Source: an optimization exercise on an open RTL-to-GDS flow (aim: small area and a short achievable clock period). Production flows keep margins and buffers that such runs may drop.
The RTL was checked by simulation tests, not by an equivalence proof against the original design.
Power figures rest on the tool's default switching activity, not on a simulated workload.

### flow/design.v
module ALU(
        input               clk,
        input  logic [7:0]  number1,number2,
        input  logic [0:3]  opcode,
        output logic [15:0] resultant
    );
reg [2:0] pre_r, pre_q;
always @(*) begin
    if (number2 >= 8'd8) begin
        pre_q = 3'd0;
        pre_r = number1[7:5];
    end else begin
        case ({number2[2:0], number1[7:5]})
            6'd0: begin pre_q = 3'd7; pre_r = 3'd0; end
            6'd1: begin pre_q = 3'd7; pre_r = 3'd1; end
            6'd2: begin pre_q = 3'd7; pre_r = 3'd2; end
            6'd3: begin pre_q = 3'd7; pre_r = 3'd3; end
            6'd4: begin pre_q = 3'd7; pre_r = 3'd4; end
            6'd5: begin pre_q = 3'd7; pre_r = 3'd5; end
            6'd6: begin pre_q = 3'd7; pre_r = 3'd6; end
            6'd7: begin pre_q = 3'd7; pre_r = 3'd7; end
            6'd8: begin pre_q = 3'd0; pre_r = 3'd0; end
            6'd9: begin pre_q = 3'd1; pre_r = 3'd0; end
            6'd10: begin pre_q = 3'd2; pre_r = 3'd0; end
            6'd11: begin pre_q = 3'd3; pre_r = 3'd0; end
            6'd12: begin pre_q = 3'd4; pre_r = 3'd0; end
            6'd13: begin pre_q = 3'd5; pre_r = 3'd0; end
            6'd14: begin pre_q = 3'd6; pre_r = 3'd0; end
            6'd15: begin pre_q = 3'd7; pre_r = 3'd0; end
            6'd16: begin pre_q = 3'd0; pre_r = 3'd0; end
            6'd17: begin pre_q = 3'd0; pre_r = 3'd1; end
            6'd18: begin pre_q = 3'd1; pre_r = 3'd0; end
            6'd19: begin pre_q = 3'd1; pre_r = 3'd1; end
            6'd20: begin pre_q = 3'd2; pre_r = 3'd0; end
            6'd21: begin pre_q = 3'd2; pre_r = 3'd1; end
            6'd22: begin pre_q = 3'd3; pre_r = 3'd0; end
            6'd23: begin pre_q = 3'd3; pre_r = 3'd1; end
            6'd24: begin pre_q = 3'd0; pre_r = 3'd0; end
            6'd25: begin pre_q = 3'd0; pre_r = 3'd1; end
            6'd26: begin pre_q = 3'd0; pre_r = 3'd2; end
            6'd27: begin pre_q = 3'd1; pre_r = 3'd0; end
            6'd28: begin pre_q = 3'd1; pre_r = 3'd1; end
            6'd29: begin pre_q = 3'd1; pre_r = 3'd2; end
            6'd30: begin pre_q = 3'd2; pre_r = 3'd0; end
            6'd31: begin pre_q = 3'd2; pre_r = 3'd1; end
            6'd32: begin pre_q = 3'd0; pre_r = 3'd0; end
            6'd33: begin pre_q = 3'd0; pre_r = 3'd1; end
            6'd34: begin pre_q = 3'd0; pre_r = 3'd2; end
            6'd35: begin pre_q = 3'd0; pre_r = 3'd3; end
            6'd36: begin pre_q = 3'd1; pre_r = 3'd0; end
            6'd37: begin pre_q = 3'd1; pre_r = 3'd1; end
            6'd38: begin pre_q = 3'd1; pre_r = 3'd2; end
            6'd39: begin pre_q = 3'd1; pre_r = 3'd3; end
            6'd40: begin pre_q = 3'd0; pre_r = 3'd0; end
            6'd41: begin pre_q = 3'd0; pre_r = 3'd1; end
            6'd42: begin pre_q = 3'd0; pre_r = 3'd2; end
            6'd43: begin pre_q = 3'd0; pre_r = 3'd3; end
            6'd44: begin pre_q = 3'd0; pre_r = 3'd4; end
            6'd45: begin pre_q = 3'd1; pre_r = 3'd0; end
            6'd46: begin pre_q = 3'd1; pre_r = 3'd1; end
            6'd47: begin pre_q = 3'd1; pre_r = 3'd2; end
            6'd48: begin pre_q = 3'd0; pre_r = 3'd0; end
            6'd49: begin pre_q = 3'd0; pre_r = 3'd1; end
            6'd50: begin pre_q = 3'd0; pre_r = 3'd2; end
            6'd51: begin pre_q = 3'd0; pre_r = 3'd3; end
            6'd52: begin pre_q = 3'd0; pre_r = 3'd4; end
            6'd53: begin pre_q = 3'd0; pre_r = 3'd5; end
            6'd54: begin pre_q = 3'd1; pre_r = 3'd0; end
            6'd55: begin pre_q = 3'd1; pre_r = 3'd1; end
            6'd56: begin pre_q = 3'd0; pre_r = 3'd0; end
            6'd57: begin pre_q = 3'd0; pre_r = 3'd1; end
            6'd58: begin pre_q = 3'd0; pre_r = 3'd2; end
            6'd59: begin pre_q = 3'd0; pre_r = 3'd3; end
            6'd60: begin pre_q = 3'd0; pre_r = 3'd4; end
            6'd61: begin pre_q = 3'd0; pre_r = 3'd5; end
            6'd62: begin pre_q = 3'd0; pre_r = 3'd6; end
            6'd63: begin pre_q = 3'd1; pre_r = 3'd0; end
            default: begin pre_q = 3'd0; pre_r = 3'd0; end
        endcase
    end
end
reg [7:0] a, b;
reg [3:0] op;
reg [2:0] r_pre, q_pre;
always @(posedge clk) begin
    a  <= number1;
    b  <= number2;
    op <= opcode;
    r_pre <= pre_r;
    q_pre <= pre_q;
end
wire        sub = (op == 1);
wire [8:0]  addsub = {1'b0, a} + {1'b0, b ^ {8{sub}}} + {8'd0, sub};
wire [15:0] prod;
mul8 u_mul (.a(a), .b(b), .p(prod));
wire [7:0] q;
wire [7:0] rem;
wire [9:0] b3 = {2'b00, b} + {1'b0, b, 1'b0};
wire [3:0] x3 = {r_pre, a[4:4]};
wire [3:0] r3;
wire [9:0] m1_3 = {2'b00, b};
wire [4:0] d1_3 = {1'b0, x3} - {1'b0, m1_3[3:0]};
wire ge1_3 = ~d1_3[4] & (b < 9'd16);
wire [0:0] qd3 = ge1_3;
assign r3 = ge1_3 ? d1_3[3:0] : x3;
wire [4:0] x4 = {r3, a[3:3]};
wire [4:0] r4;
wire [9:0] m1_4 = {2'b00, b};
wire [5:0] d1_4 = {1'b0, x4} - {1'b0, m1_4[4:0]};
wire ge1_4 = ~d1_4[5] & (b < 9'd32);
wire [0:0] qd4 = ge1_4;
assign r4 = ge1_4 ? d1_4[4:0] : x4;
wire [5:0] x5 = {r4, a[2:2]};
wire [5:0] r5;
wire [9:0] m1_5 = {2'b00, b};
wire [6:0] d1_5 = {1'b0, x5} - {1'b0, m1_5[5:0]};
wire ge1_5 = ~d1_5[6] & (b < 9'd64);
wire [0:0] qd5 = ge1_5;
assign r5 = ge1_5 ? d1_5[5:0] : x5;
wire [6:0] x6 = {r5, a[1:1]};
wire [6:0] r6;
wire [9:0] m1_6 = {2'b00, b};
wire [7:0] d1_6 = {1'b0, x6} - {1'b0, m1_6[6:0]};
wire ge1_6 = ~d1_6[7] & (b < 9'd128);
wire [0:0] qd6 = ge1_6;
assign r6 = ge1_6 ? d1_6[6:0] : x6;
wire [7:0] x7 = {r6, a[0:0]};
wire [7:0] r7;
wire [9:0] m1_7 = {2'b00, b};
wire [8:0] d1_7 = {1'b0, x7} - {1'b0, m1_7[7:0]};
wire ge1_7 = ~d1_7[8];
wire [0:0] qd7 = ge1_7;
assign r7 = ge1_7 ? d1_7[7:0] : x7;
assign q = {q_pre, qd3, qd4, qd5, qd6, qd7};
assign rem = r7;
wire bz = (b == 8'd0);
always @(posedge clk) begin
    case (op)
        4'd0:    resultant <= {7'd0, addsub[8], addsub[7:0]};
        4'd1:    resultant <= {{8{~addsub[8]}}, addsub[7:0]};
        4'd2:    resultant <= prod;
        4'd3:    resultant <= {{8{bz}}, q};
        4'd4:    resultant <= {8'd0, rem};
        default: resultant <= resultant;
    endcase
end
endmodule
module mul8(input [7:0] a, input [7:0] b, output [15:0] p);
wire [63:0] pp;
assign pp[0] = ~(a[0] & b[0]);
assign pp[1] = ~(a[1] & b[0]);
assign pp[2] = ~(a[2] & b[0]);
assign pp[3] = ~(a[3] & b[0]);
assign pp[4] = ~(a[4] & b[0]);
assign pp[5] = ~(a[5] & b[0]);
assign pp[6] = ~(a[6] & b[0]);
assign pp[7] = ~(a[7] & b[0]);
assign pp[8] = ~(a[0] & b[1]);
assign pp[9] = ~(a[1] & b[1]);
assign pp[10] = ~(a[2] & b[1]);
assign pp[11] = ~(a[3] & b[1]);
assign pp[12] = ~(a[4] & b[1]);
assign pp[13] = ~(a[5] & b[1]);
assign pp[14] = ~(a[6] & b[1]);
assign pp[15] = ~(a[7] & b[1]);
assign pp[16] = ~(a[0] & b[2]);
assign pp[17] = ~(a[1] & b[2]);
assign pp[18] = ~(a[2] & b[2]);
assign pp[19] = ~(a[3] & b[2]);
assign pp[20] = ~(a[4] & b[2]);
assign pp[21] = ~(a[5] & b[2]);
assign pp[22] = ~(a[6] & b[2]);
assign pp[23] = ~(a[7] & b[2]);
assign pp[24] = ~(a[0] & b[3]);
assign pp[25] = ~(a[1] & b[3]);
assign pp[26] = ~(a[2] & b[3]);
assign pp[27] = ~(a[3] & b[3]);
assign pp[28] = ~(a[4] & b[3]);
assign pp[29] = ~(a[5] & b[3]);
assign pp[30] = ~(a[6] & b[3]);
assign pp[31] = ~(a[7] & b[3]);
assign pp[32] = ~(a[0] & b[4]);
assign pp[33] = ~(a[1] & b[4]);
assign pp[34] = ~(a[2] & b[4]);
assign pp[35] = ~(a[3] & b[4]);
assign pp[36] = ~(a[4] & b[4]);
assign pp[37] = ~(a[5] & b[4]);
assign pp[38] = ~(a[6] & b[4]);
assign pp[39] = ~(a[7] & b[4]);
assign pp[40] = ~(a[0] & b[5]);
assign pp[41] = ~(a[1] & b[5]);
assign pp[42] = ~(a[2] & b[5]);
assign pp[43] = ~(a[3] & b[5]);
assign pp[44] = ~(a[4] & b[5]);
assign pp[45] = ~(a[5] & b[5]);
assign pp[46] = ~(a[6] & b[5]);
assign pp[47] = ~(a[7] & b[5]);
assign pp[48] = ~(a[0] & b[6]);
assign pp[49] = ~(a[1] & b[6]);
assign pp[50] = ~(a[2] & b[6]);
assign pp[51] = ~(a[3] & b[6]);
assign pp[52] = ~(a[4] & b[6]);
assign pp[53] = ~(a[5] & b[6]);
assign pp[54] = ~(a[6] & b[6]);
assign pp[55] = ~(a[7] & b[6]);
assign pp[56] = ~(a[0] & b[7]);
assign pp[57] = ~(a[1] & b[7]);
assign pp[58] = ~(a[2] & b[7]);
assign pp[59] = ~(a[3] & b[7]);
assign pp[60] = ~(a[4] & b[7]);
assign pp[61] = ~(a[5] & b[7]);
assign pp[62] = ~(a[6] & b[7]);
assign pp[63] = ~(a[7] & b[7]);
wire s0 = ~(pp[6] ^ pp[13]);
wire c0 = pp[6] | pp[13];
wire s1 = pp[7] ^ pp[14] ^ pp[21];
wire c1 = (pp[7] & pp[14]) | (pp[7] & pp[21]) | (pp[14] & pp[21]);
wire s2 = ~(pp[28] ^ pp[35]);
wire c2 = pp[28] | pp[35];
wire s3 = pp[15] ^ pp[22] ^ pp[29];
wire c3 = (pp[15] & pp[22]) | (pp[15] & pp[29]) | (pp[22] & pp[29]);
wire s4 = ~(pp[36] ^ pp[43]);
wire c4 = pp[36] | pp[43];
wire s5 = pp[23] ^ pp[30] ^ pp[37];
wire c5 = (pp[23] & pp[30]) | (pp[23] & pp[37]) | (pp[30] & pp[37]);
wire s6 = ~(pp[4] ^ pp[11]);
wire c6 = pp[4] | pp[11];
wire s7 = pp[5] ^ pp[12] ^ pp[19];
wire c7 = (pp[5] & pp[12]) | (pp[5] & pp[19]) | (pp[12] & pp[19]);
wire s8 = ~(pp[26] ^ pp[33]);
wire c8 = pp[26] | pp[33];
wire s9 = pp[20] ^ pp[27] ^ pp[34];
wire c9 = (pp[20] & pp[27]) | (pp[20] & pp[34]) | (pp[27] & pp[34]);
wire s10 = pp[41] ^ pp[48] ^ s0;
wire c10 = (pp[41] & pp[48]) | (pp[41] & s0) | (pp[48] & s0);
wire s11 = pp[42] ^ pp[49] ^ pp[56];
wire c11 = (pp[42] & pp[49]) | (pp[42] & pp[56]) | (pp[49] & pp[56]);
wire s12 = s1 ^ s2 ^ c0;
wire c12 = (s1 & s2) | (s1 & c0) | (s2 & c0);
wire s13 = pp[50] ^ pp[57] ^ s3;
wire c13 = (pp[50] & pp[57]) | (pp[50] & s3) | (pp[57] & s3);
wire s14 = s4 ^ c1 ^ c2;
wire c14 = (s4 & c1) | (s4 & c2) | (c1 & c2);
wire s15 = pp[44] ^ pp[51] ^ pp[58];
wire c15 = (pp[44] & pp[51]) | (pp[44] & pp[58]) | (pp[51] & pp[58]);
wire s16 = s5 ^ c3 ^ c4;
wire c16 = (s5 & c3) | (s5 & c4) | (c3 & c4);
wire s17 = pp[31] ^ pp[38] ^ pp[45];
wire c17 = (pp[31] & pp[38]) | (pp[31] & pp[45]) | (pp[38] & pp[45]);
wire s18 = pp[52] ^ pp[59] ^ c5;
wire c18 = (pp[52] & pp[59]) | (pp[52] & c5) | (pp[59] & c5);
wire s19 = pp[39] ^ pp[46] ^ pp[53];
wire c19 = (pp[39] & pp[46]) | (pp[39] & pp[53]) | (pp[46] & pp[53]);
wire s20 = ~(pp[3] ^ pp[10]);
wire c20 = pp[3] | pp[10];
wire s21 = pp[18] ^ pp[25] ^ pp[32];
wire c21 = (pp[18] & pp[25]) | (pp[18] & pp[32]) | (pp[25] & pp[32]);
wire s22 = pp[40] ^ s7 ^ s8;
wire c22 = (pp[40] & s7) | (pp[40] & s8) | (s7 & s8);
wire s23 = s9 ^ s10 ^ c7;
wire c23 = (s9 & s10) | (s9 & c7) | (s10 & c7);
wire s24 = s11 ^ s12 ^ c9;
wire c24 = (s11 & s12) | (s11 & c9) | (s12 & c9);
wire s25 = s13 ^ s14 ^ c11;
wire c25 = (s13 & s14) | (s13 & c11) | (s14 & c11);
wire s26 = s15 ^ s16 ^ c13;
wire c26 = (s15 & s16) | (s15 & c13) | (s16 & c13);
wire s27 = s17 ^ s18 ^ c15;
wire c27 = (s17 & s18) | (s17 & c15) | (s18 & c15);
wire s28 = pp[60] ^ s19 ^ c17;
wire c28 = (pp[60] & s19) | (pp[60] & c17) | (s19 & c17);
wire s29 = pp[47] ^ pp[54] ^ pp[61];
wire c29 = (pp[47] & pp[54]) | (pp[47] & pp[61]) | (pp[54] & pp[61]);
wire s30 = ~(pp[2] ^ pp[9]);
wire c30 = pp[2] | pp[9];
wire s31 = pp[17] ^ pp[24] ^ s20;
wire c31 = (pp[17] & pp[24]) | (pp[17] & s20) | (pp[24] & s20);
wire s32 = s6 ^ s21 ^ c20;
wire c32 = (s6 & s21) | (s6 & c20) | (s21 & c20);
wire s33 = c6 ^ s22 ^ c21;
wire c33 = (c6 & s22) | (c6 & c21) | (s22 & c21);
wire s34 = c8 ^ s23 ^ c22;
wire c34 = (c8 & s23) | (c8 & c22) | (s23 & c22);
wire s35 = c10 ^ s24 ^ c23;
wire c35 = (c10 & s24) | (c10 & c23) | (s24 & c23);
wire s36 = c12 ^ s25 ^ c24;
wire c36 = (c12 & s25) | (c12 & c24) | (s25 & c24);
wire s37 = c14 ^ s26 ^ c25;
wire c37 = (c14 & s26) | (c14 & c25) | (s26 & c25);
wire s38 = c16 ^ s27 ^ c26;
wire c38 = (c16 & s27) | (c16 & c26) | (s27 & c26);
wire s39 = c18 ^ s28 ^ c27;
wire c39 = (c18 & s28) | (c18 & c27) | (s28 & c27);
wire s40 = c19 ^ s29 ^ c28;
wire c40 = (c19 & s29) | (c19 & c28) | (s29 & c28);
wire s41 = pp[55] ^ pp[62] ^ c29;
wire c41 = (pp[55] & pp[62]) | (pp[55] & c29) | (pp[62] & c29);
wire [15:0] r0 = {1'b1, pp[63], s41, s40, s39, s38, s37, s36, s35, s34, s33, s32, s31, pp[16], pp[1], pp[0]};
wire [15:0] r1 = {1'b1, c41, c40, c39, c38, c37, c36, c35, c34, c33, c32, c31, c30, s30, pp[8], 1'b1};
wire [15:0] np;
wire [16:0] cc;
assign cc[0] = 1'b1;
genvar g;
generate for (g = 0; g < 16; g = g + 1) begin : cpa
  assign np[g] = r0[g] ^ r1[g] ^ cc[g];
  assign cc[g+1] = (r0[g] & r1[g]) | (r0[g] & cc[g]) | (r1[g] & cc[g]);
end endgenerate
assign p = ~np;
endmodule
### flow/flow/run.sh
#!/bin/bash
# The standard layout, with plain buf_2 cells as the port buffers.
# The whole make output goes to standard.log in the work folder.
bash standard.sh BUFFER_PORTS_ARGS="-buffer_cell sky130_fd_sc_hd__buf_2" finish > standard.log 2>&1
### flow/standard.sh
#!/bin/bash
# synth_recipe.tcl (not shown) runs the flow's synth.tcl, then flattens the netlist and writes it again
# the make line also repeats each setting of config.mk as NAME=value (left out here)
make -C /OpenROAD-flow-scripts/flow DESIGN_CONFIG=/design/flow/config.mk WORK_HOME=/design/flow/orfs CLKGATE_MAP_FILE= SYNTH_SCRIPT=/design/flow/synth_recipe.tcl "${@:-finish}"
### flow/config.mk
export PLATFORM = sky130hd
export DESIGN_NAME = ALU
export DESIGN_NICKNAME = ALU
export VERILOG_FILES = /design/flow/design.v
export SDC_FILE = /design/flow/constraint.sdc
export NUM_CORES = 4
export LEC_CHECK = 0
export ABC_AREA = 1
export CAP_MARGIN = 20
export CORE_MARGIN = 2
export CORE_UTILIZATION = 60
export CTS_BUF_LIST = sky130_fd_sc_hd__clkbuf_8
export SLEW_MARGIN = 20
### flow/constraint.sdc
create_clock -name core_clock -period 38.0 [get_ports {clk}]
set_input_delay 7.6000 -clock core_clock [delete_from_list [all_inputs] [get_ports {clk}]]
set_output_delay 7.6000 -clock core_clock [all_outputs]
set_load 0.01 [all_outputs]
==> flow_summary.ini <==
[outcome]
outcome = timing/DRC/antenna clean

[cells_and_area]
final_layout_size_suffix_gt1_frac = 0.0957
nets = 892
n_antenna_cell = 0
area_growth_pct = 6.61

[place]
dp_worst_setup_slack_ps = 29270
dp.final_hpwl_um = 9900
port_buffers = 36
gp_congestion = 0.886

[pwr]
clkPwrFrac = 0.215
peakVddDrop_v = 0.0000178
seqPwrFrac = 0.277
power_density_nw_per_um2 = 33.9
p_leak_nw = 3.30
combPwrFrac = 0.508
power.switching_mw = 0.0813
p_int_mw = 0.118
sw_frac_of_total = 0.408

[cts]
clkTransAtPathRegs_ps = 90
cts_resized = 0
clock_latency_ps = 310
postCtsSetupBuffers = 0
cts_tree = yes
ctsHtreeMaxLevel = 2
cts_sinks = 42
numCtsBuffers = 5
holdBufCountCts = 0
clk_path_buf_depth = 2
cts_root_buf = clkbuf_8

[setup_path]
cp-start-kind = register
max_stage_delay_ps = 390
crit_slowest_cell = edfxtp_1
worst_ep_required_time_ps = 30400
worstPathMaxFanout = 1
cpLargestDelayFamily = flip-flops
r2r-start = b[1]$_DFF_P_
arrival_ps = 840
crit_type = reg -> out
path_cells = buf_2
crit_path_end_kind = output pin
crit_buf_inv = 1
startpoint = resultant[8]$_DFFE_PP_

[drt]
wl_per_cell_um = 14.1
ant_nets = 0
drc_errors = 0
first_pass_iters = 5
vias_per_cell = 5.28
drtIter0Drc = 174
wl_um = 12300
dr_total_vias = 4602

[timing]
period_share = 0.222
finalSetupViolCount = 0
relSlewSlack = 0.509
finalHoldViolations = 0
worst_pin_slew_ps = 735
rsz0062_at_grt = false
min_period_ps = 8440
slew_violations = 0
fmax_mhz = 118
setup_ws_ps = 29560
fin_setup_tns_ps = 0
fin_skew_ps = 13.9

[yosys]
synthCells = 735
synth_area_leaders = fa_1, ha_1, nand2_1
ys_top_cells_by_count = nand2_1, inv_1, ha_1
yosys_warnings = 1
yosys.area.top_type_share = 0.196
async_reset_ff_frac = 0
avgSynthCellArea_um2 = 7.50
synth-seq-cells = 42
synth-edff-count = 16
synthesis.area_um2 = 5510
synth_fp_nets = 865
synth.most_common_cell = nand2_1
yosysTopAreaCell = fa_1
synth-seq-area-share = 0.182
synth_cell_types = 46
synth_ff_type = dfxtp_1

[grt]
grt_start_max_net_pins = 17
grt_use_met3 = 0.0341
antenna_found_initial = 0
grt-ovfl-total = 0
grtUsageMet1 = 0.327
grt_pass1_wl_um = 21100
first_global_vias = 4630
grt.total_usage = 0.266
grt_use_met2 = 0.490
busiest_layer = met2

[floorplan]
fp.dieH_um = 99.8
row_count = 34
initial_utilization = 0.626
core_area_um2 = 8810
die_area_um2 = 9970
boundaryPins = 37
die_w_um = 99.8

[worst_hold_path]
hold_path_class = reg -> reg
min_from = q_pre[1]$_SDFF_PP0_

[run]
maxCapViolations = 0
metal layers:
layer | part of all wire | vias up
met5 | 0 | -
met4 | 0.017 | 0
met3 | 0.042 | 16
met2 | 0.52 | 98
met1 | 0.43 | 2166
li1 | - | 2322
final cells by class:
class / instances / area (um^2)
Multi-Input combinational cell: 505 / 3760
Fill cell: 787 / 2930
Sequential cell: 42 / 1000
Inverter: 171 / 654
Timing Repair Buffer: 37 / 188
Tap cell: 108 / 135
Clock buffer: 5 / 68.8
Clock inverter: 3 / 68.8
power by group through the flow:
stage	Clock, mW	Combinational (mW)	Sequential [mW]
floorplan	0	0.0803	0.0547
detailed placement	0	0.101	0.0562
global route	0.0451	0.118	0.0557
global placement	0	0.0992	0.0562
finish	0.0429	0.101	0.0552
CTS	0.0436	0.102	0.0552
logic make-up (layout without fill, tap and decap cells):
| family | count (synthesis) | after routing | share of synthesized area |
|---|---|---|---|
| buf+inv | 188 | 216 | 0.136 |
| compound gates | 75 | 75 | 0.0804 |
| fa+ha+maj | 109 | 109 | 0.321 |
| simple gates | 293 | 293 | 0.236 |
| flops | 42 | 42 | 0.182 |
| xor+xnor | 28 | 28 | 0.0445 |
flip-flops by register name, indices dropped and copies added (netlist names):
signal	flops
resultant	16
a	8
b	8
op	4
q_pre	3
r_pre	3
tightest hold or removal path: cells and delay by family, from the launching register on:
kind                   cells  cell delay, ps
DFF                        1             350
AOI/OAI and AO/OA          1              70
buffers and inverters      1              60
and+or+nand+nor            2             140
path summary, 6_finish.rpt:
kind / to / cells after the start / slack, ps
worst max-delay path: resultant[8] / 1 / 29560
worst min-delay path: resultant[6]$_DFFE_PP_ / 4 / 720
worst max register to register: resultant[0]$_DFFE_PP_ / 43 / 30380
worst min register to register: resultant[6]$_DFFE_PP_ / 4 / 720
per-stage QoR:
stage	util	hold slack [ps]	instance area, um^2	std cells	power [mW]
after detailed placement	0.651	699	5740	863	0.158
after global routing	0.667	755	5870	871	0.219
after CTS	0.667	708	5870	871	0.201
after floorplan	-	573	5510	735	0.135
final	0.667	717	5870	871	0.199
after global placement	0.651	701	5740	863	0.155
layout by cell type (no fill, tap or decap), types with 4 or more instances in the layout:
master | netlist | routed
nand4_1 | 7 | 7
nor3_1 | 4 | 4
nor2_1 | 23 | 23
clkbuf_8 | 0 | 5
edfxtp_1 | 16 | 16
o21ai_1 | 5 | 5
ha_1 | 55 | 55
nand2_1 | 182 | 182
xnor2_1 | 7 | 7
nand3_1 | 54 | 54
o21ai_0 | 20 | 20
nand2_2 | 6 | 6
a21oi_1 | 31 | 31
xor2_1 | 21 | 21
inv_1 | 164 | 164
dfxtp_1 | 26 | 26
fa_1 | 54 | 54
buf_2 | 2 | 36
inv_2 | 4 | 4

==> static timing again, ports no longer ideal <==
How much do the figures lean on ideal ports? The routed layout below was timed once more, with nothing changed but the port constraints. Step 1 sets driving cells, clkbuf_16 on the clock port and buf_2 on the other inputs (assumed; they add their load-dependent delay and slew). Step 2 also shifts input and output timing later by t, the mid clock arrival at the registers, as if the neighbouring blocks saw the same clock. a / b / c = no drivers / after step 1 / after step 2; a / b = the first two.
t (ns): 0.331
setup slack, ns: 29.556 / 29.524 / 29.236
hold WS [ns]: 0.717 / 0.717 / 0.717
After both steps this run still meets setup and hold. The setup slack of this run moves by -0.032 ns with the drivers and by -0.320 ns with both steps.
